What follows belongs to an exercise in optimizing a design on an open flow for small area, a short achievable clock period and few clock cycles; a production flow would make more cautious choices.
Where RTL was checked, it was by simulation tests only, not by an equivalence proof against the original.

// alu_add
module alu_add (
    input   logic           clk_i,
    input   logic           rst_i,
    input   logic [36:0]    left_i,      
    input   logic [36:0]    right_i,     
    output  logic           in_ready_o,
    input   logic           in_valid_i,
    output  logic [36:0]    result_o,    
    input   logic           out_ready_i,
    output  logic           out_valid_o
);
clock: 10.0 ns
lec_check: 0
abc_clock_period_in_ps: 4500
cap_margin: 20
core_margin: 2
core_utilization: 40
setup_slack_margin: 5
slew_margin: 20
standard.sh (not shown) runs the stock make flow with config.mk's settings and CLKGATE_MAP_FILE= SYNTH_SCRIPT=/design/flow/synth_recipe.tcl, a recipe that flattens the netlist after the stock synthesis.
==> flow/flow/run.sh <==
#!/bin/bash
# Standard ORFS layout, with ports buffered by buf_1 cells instead of clkdlybuf4s50_1.
set -euo pipefail
bash standard.sh 'BUFFER_PORTS_ARGS=-buffer_cell sky130_fd_sc_hd__buf_1' finish > standard.log 2>&1
The baseline finished with timing, DRC and antenna clean.
Testbench counts at the start, summed over its fixed seeds: cycles 3,216.
Change:
==> flow/flow/run.sh (replaced) <==
#!/bin/bash
# Standard ORFS layout, with ports buffered by buf_1 cells instead of clkdlybuf4s50_1,
# and timing repair aimed at 6 ns of setup slack.
set -euo pipefail
bash standard.sh 'BUFFER_PORTS_ARGS=-buffer_cell sky130_fd_sc_hd__buf_1' SETUP_SLACK_MARGIN=6 finish > standard.log 2>&1
--- a/flow/config.mk
+++ b/flow/config.mk
@@ -7,3 +7,3 @@
 export LEC_CHECK = 0
-export ABC_CLOCK_PERIOD_IN_PS = 4500
+export ABC_AREA = 1
 export CAP_MARGIN = 20
@@ -11,3 +11,2 @@
 export CORE_UTILIZATION = 40
-export SETUP_SLACK_MARGIN = 5
 export SLEW_MARGIN = 20
The changed run ran to the end with no violations.
Clock skew stays flat.
Sequential share of layout area went down by 4.3 points.
Global-route usage went up by 3.0 points.
Change:
==> flow/flow/run.sh (replaced) <==
#!/bin/bash
# Standard ORFS layout, with two changes: abc maps the logic with flow/area.abc (an
# area-oriented script), and ports are buffered by buf_1 cells instead of clkdlybuf4s50_1.
set -euo pipefail
export FLOW_SYNTH_TCL=$PWD/synth_recipe.tcl
export ABC_SCRIPT_OVERRIDE=$PWD/flow/area.abc
bash standard.sh SYNTH_SCRIPT=$PWD/flow/synth.tcl 'BUFFER_PORTS_ARGS=-buffer_cell sky130_fd_sc_hd__buf_1' finish > standard.log 2>&1
==> flow/flow/area.abc (new file) <==
strash
&get -n
&dch -f
&nf -a
&put
topo
stime -c
==> flow/flow/synth.tcl (new file) <==
# The standard synthesis (synth_recipe.tcl), with abc's technology mapping run with
# the script in $ABC_SCRIPT_OVERRIDE instead of ORFS's abc_speed/abc_area script.
proc abc {args} {
  set i [lsearch -exact $args -script]
  if { $i >= 0 } {
    lset args [expr { $i + 1 }] $::env(ABC_SCRIPT_OVERRIDE)
  }
  yosys abc {*}$args
}
source $::env(FLOW_SYNTH_TCL)
--- a/flow/config.mk
+++ b/flow/config.mk
@@ -7,3 +7,2 @@
 export LEC_CHECK = 0
-export ABC_AREA = 1
 export CAP_MARGIN = 20
@@ -11,2 +10,3 @@
 export CORE_UTILIZATION = 40
+export SETUP_SLACK_MARGIN = 4.5
 export SLEW_MARGIN = 20
What happened: The new run ran to the end with no violations. Setup slack got worse by 1100 ps. Clock skew hardly moves. Non-clock buffer count shrinks by 134. Synthesized cell count drops by a quarter to a third. Synthesized area is lower by roughly a tenth. Register-to-register slack gets worse by 1300 ps. Utilization went down by 9.2 points.
Change:
==> flow/flow/run.sh (replaced) <==
#!/bin/bash
# Standard ORFS layout, with ports buffered by buf_1 cells instead of clkdlybuf4s50_1,
# and timing repair aimed at 5.5 ns of setup slack.
set -euo pipefail
bash standard.sh 'BUFFER_PORTS_ARGS=-buffer_cell sky130_fd_sc_hd__buf_1' SETUP_SLACK_MARGIN=5.5 finish > standard.log 2>&1
--- a/flow/config.mk
+++ b/flow/config.mk
@@ -7,2 +7,3 @@
 export LEC_CHECK = 0
+export ABC_AREA = 1
 export CAP_MARGIN = 20
@@ -10,3 +11,2 @@
 export CORE_UTILIZATION = 40
-export SETUP_SLACK_MARGIN = 4.5
 export SLEW_MARGIN = 20
removed: flow/flow/area.abc
removed: flow/flow/synth.tcl
Effect: Design area rises by about 11%; die area rises by 15%; hold slack gets better by 100 ps; clock skew stays flat; sequential share of layout area falls by 2.1 points.

========
## run A
alu_add, a different RTL version from the one above (not shown whole).
Size in the first run: ~980 cells after synthesis, roughly 120 I/O pins.
## alu_add
module alu_add (
    input   logic           clk_i,
    input   logic           rst_i,
    input   logic [36:0]    left_i,      
    input   logic [36:0]    right_i,     
    output  logic           in_ready_o,
    input   logic           in_valid_i,
    output  logic [36:0]    result_o,    
    input   logic           out_ready_i,
    output  logic           out_valid_o
);
clock: 10.0 ns
lec_check: 0
cap_margin: 20
core_margin: 2
core_utilization: 40
setup_slack_margin: 3.5
slew_margin: 20
==> flow/flow/run.sh <==
#!/bin/bash
# Standard ORFS layout, with ports buffered by buf_1 cells instead of clkdlybuf4s50_1.
set -euo pipefail
bash standard.sh 'BUFFER_PORTS_ARGS=-buffer_cell sky130_fd_sc_hd__buf_1' finish > standard.log 2>&1
The following lists how run B was set up differently from run A:
diff --git a/flow/config.mk b/flow/config.mk
--- a/flow/config.mk
+++ b/flow/config.mk
@@ -7,0 +8 @@
+export ABC_AREA = 1
@@ -11 +12 @@
-export SETUP_SLACK_MARGIN = 3.5
+export SETUP_SLACK_MARGIN = 2
## What came out
Compared with run A, in run B design area went down 25%; met3 usage went down 0.81 points; final cycle utilization of the critical path went up 3.8 points. | routed length on met3 | run B vs run A | about 40% lower |. Against run A, total number of multi-input combinational cells in run B rose by more than 10%. Comparing area used by multi-input combinational logic for run A and run B, the smaller number came from run B. First-pass GRT wire length (lower): run B. In the tables for run A and run B, fmax reads higher with run A. Run B against run A: via count of the first global-routing pass lost 3.5%; minimum setup slack in the final design lost 380 ps.
Setup changes, run B to run C
diff --git a/flow/config.mk b/flow/config.mk
--- a/flow/config.mk
+++ b/flow/config.mk
@@ -8 +7,0 @@
-export ABC_AREA = 1
==> summary.txt <==
Having completed the whole flow, run C delivered a layout that passed the timing, design-rule and antenna checks.
Area: run C vs run B -> run C larger
The final core utilization number comes out lower for run B vs run C.
Run C vs run B: fmax down in run C
Run C: routed wire length about 1.5% below run B
Compound-gate portion of the synthesized area: run C > run B
Compare run B and run C | core outline area higher: run C
Compared run B against run C.
Run B and run C ended up with nearly the same footprint of the flip-flops and latches.
In run C the number of instances in the synthesized netlist turned out 25% lower than in run B.
Detailed-route vias per instance, run B and run C: lower on run B
> inputs changed (run C -> run D)
diff --git a/flow/config.mk b/flow/config.mk
--- a/flow/config.mk
+++ b/flow/config.mk
@@ -7,0 +8 @@
+export ABC_CLOCK_PERIOD_IN_PS = 6000
@@ -11 +11,0 @@
-export SETUP_SLACK_MARGIN = 2
- Run D: PASS, flow complete, no timing, DRC or antenna violations
- Taking run C as the reference point, the first-pass GRT wire length of run D falls by 0.79%.
- Taking run C as the reference, in run D area growth from synthesis to layout -4.6 points, fraction of layout instances using a drive strength above 1 -3.6 points, count of non-filler cells in the finished layout -1.3%.
diff inputs: run D => run E
diff --git a/flow/config.mk b/flow/config.mk
--- a/flow/config.mk
+++ b/flow/config.mk
@@ -8 +8 @@
-export ABC_CLOCK_PERIOD_IN_PS = 6000
+export ABC_CLOCK_PERIOD_IN_PS = 7000
@@ -11,0 +12 @@
+export SETUP_SLACK_MARGIN = 2
Findings:
Run D → run E: die height did not really move, sequential share of layout area went down.
The final reports for run E and run D show placement-stage worst setup slack lower in the former.
No run of this note included a check of the RTL's function; only the layout flow was run.

========
Setup of S:
alu_add, a different RTL version from the one above (not shown whole).
Size in the first run: about 1400 cells after synthesis, ~85 flip-flops, roughly 0.0091 mm² of cells after synthesis.
// alu_add
module alu_add (
    input   logic           clk_i,
    input   logic           rst_i,
    input   logic [36:0]    left_i,      
    input   logic [36:0]    right_i,     
    output  logic           in_ready_o,
    input   logic           in_valid_i,
    output  logic [36:0]    result_o,    
    input   logic           out_ready_i,
    output  logic           out_valid_o
);
clock: 10.0 ns
lec_check: 0
abc_area: 1
cap_margin: 0
core_margin: 2
core_utilization: 40
slew_margin: 0
==> flow/flow/run.sh <==
#!/bin/bash
# Standard ORFS layout, with three changes: adders are left to abc as plain gates (no
# half/full adder cells), ports are buffered by buf_1 cells instead of clkdlybuf4s50_1,
# and timing repair aims at 5.25 ns of setup slack.
set -euo pipefail
bash standard.sh ADDER_MAP_FILE= 'BUFFER_PORTS_ARGS=-buffer_cell sky130_fd_sc_hd__buf_1' SETUP_SLACK_MARGIN=5.25 finish > standard.log 2>&1
The final layout from S, which completed every stage, passed the timing, design-rule and antenna checks at the end of the flow.
Testbench counts of S, summed over its fixed seeds: cycles 3,216.
[inputs] R vs S
==> flow/flow/run.sh <==
#!/bin/bash
# Standard ORFS layout, with three changes: adders are left to abc as plain gates (no
# half/full adder cells), ports are buffered by buf_1 cells instead of clkdlybuf4s50_1,
# and timing repair aims at 5 ns of setup slack.
set -euo pipefail
bash standard.sh ADDER_MAP_FILE= 'BUFFER_PORTS_ARGS=-buffer_cell sky130_fd_sc_hd__buf_1' SETUP_SLACK_MARGIN=5 finish > standard.log 2>&1
## What came out
- In R relative to S, non-clock buffer count had gone up slightly.
- Lower register-to-register slack goes to R over S.
- Total vias in the final route (higher): S
- R can be clocked slower than S.
- Final cell area: R below S

========
== wip/ember ==
RTL: one of the versions met above, not the one the previous note started from.
Size: ~1600 cells after synthesis, about 85 flip-flops, about 120 I/O pins, roughly 10000 um^2 of cells after synthesis.
clock: 10.0 ns
lec_check: 0
abc_area: 1
abc_clock_period_in_ps: 4500
cap_margin: 20
core_margin: 2
core_utilization: 40
setup_slack_margin: 5
slew_margin: 20
==> flow/flow/run.sh <==
#!/bin/bash
# Standard ORFS layout, with ports buffered by buf_1 cells instead of clkdlybuf4s50_1.
set -euo pipefail
bash standard.sh 'BUFFER_PORTS_ARGS=-buffer_cell sky130_fd_sc_hd__buf_1' finish > standard.log 2>&1
wip/ember completed every stage of the flow, and the final layout passed the timing, design-rule and antenna checks.
Testbench counts of wip/ember, summed over its fixed seeds: cycles 3,216.
For wip/nickel, these inputs were changed with respect to wip/ember:
Settings: CORE_UTILIZATION now 60, was 40; ABC_CLOCK_PERIOD_IN_PS no longer set, was 4500.
### Flow results
Core occupancy in the finished layout in wip/nickel vs wip/ember: up 24 points
Diff wip/ember and wip/nickel: overall routing resource usage lower in wip/ember
Number of sequential cells: wip/ember vs wip/nickel — no meaningful difference
wip/nickel vs wip/ember: met2 track utilization from global routing up in wip/nickel
Required time of the critical path down 20 ps in wip/nickel wrt wip/ember
In terms of sequential share of layout area, wip/ember and wip/nickel differ only marginally.
Sort wip/ember and wip/nickel by clock tree buffer count of the final layout, ascending, and wip/nickel comes first.
Compared with wip/ember, in wip/nickel fraction of area in multi-input gates held steady; post-route worst setup slack shrank by 110 ps.
wip/ember ended up with z_q[1][4] as its last element of the critical path; wip/nickel ended up with z_q[3][2].
Setup changes, wip/nickel to wip/delta
Settings: SETUP_SLACK_MARGIN now 4.5, was 5; CORE_UTILIZATION now 40, was 60.
Notes after the runs:
When the final numbers for wip/delta and wip/nickel were put side by side, the number of placed instances, taps included turned out to be greater in wip/delta.
Summary of the comparison: global-route track usage on met3 is lower in wip/delta, relative to wip/nickel.
[compare] base=wip/nickel new=wip/delta: wire length of the first global-routing pass shrank by 230 um, inverter count of the layout excluding clock inverters lost 2.4%.
Between wip/nickel and wip/delta, the flow reports first-iteration DRC count decreasing by more than 10%.
Multi-input logic area: lower on wip/delta
Side by side, non-clock buffer count turned out lower in wip/delta than in wip/nickel.
wip/nickel has a lower cell count than wip/delta.

[port drivers added, routing unchanged]
No port has a modelled driver above. Below, the same layouts with a new extraction and two added sets of constraints.
Step 1 assumes that a clkbuf_16 drives the clock port and a buf_2 every other input.
Step 2, shift: input delay + t, output delay - t, t = (earliest + latest rising clock arrival at the registers) / 2. This alone moves slack from input paths to output paths.
a / b / c = no drivers / after step 1 / after step 2; a / b = the first two.
run	t (ns)	slack for setup (ns)	latest minus earliest clock arrival (ns)
the first run of note 1	0.397	4.976 / 4.998 / 4.602	0.004 / 0.005
the second run of note 1	0.399	5.366 / 5.346 / 4.948	0.006 / 0.007
the third run of note 1	0.390	4.295 / 4.295 / 4.295	0.006 / 0.005
the fourth run of note 1	0.393	5.352 / 5.348 / 4.955	0.007 / 0.007
run A	0.309	2.894 / 2.884 / 2.575	0.004 / 0.004
run B	0.315	2.510 / 2.475 / 2.160	0.009 / 0.009
run C	0.317	2.368 / 2.380 / 2.064	0.008 / 0.007
run D	0.320	1.356 / 1.372 / 1.052	0.007 / 0.008
run E	0.317	2.368 / 2.380 / 2.064	0.008 / 0.007
S	0.391	5.371 / 5.393 / 5.002	0.009 / 0.010
R	0.397	5.176 / 5.197 / 4.801	0.010 / 0.009
wip/ember	0.390	5.145 / 5.141 / 4.772	0.009 / 0.008
wip/nickel	0.382	5.038 / 5.053 / 4.671	0.008 / 0.007
wip/delta	0.398	4.705 / 4.729 / 4.331	0.007 / 0.007
After both steps setup and hold are still met in every run listed. The setup slack of the second run of note 1, which loses most, moves by -0.020 ns with the drivers and by -0.418 ns with both steps.
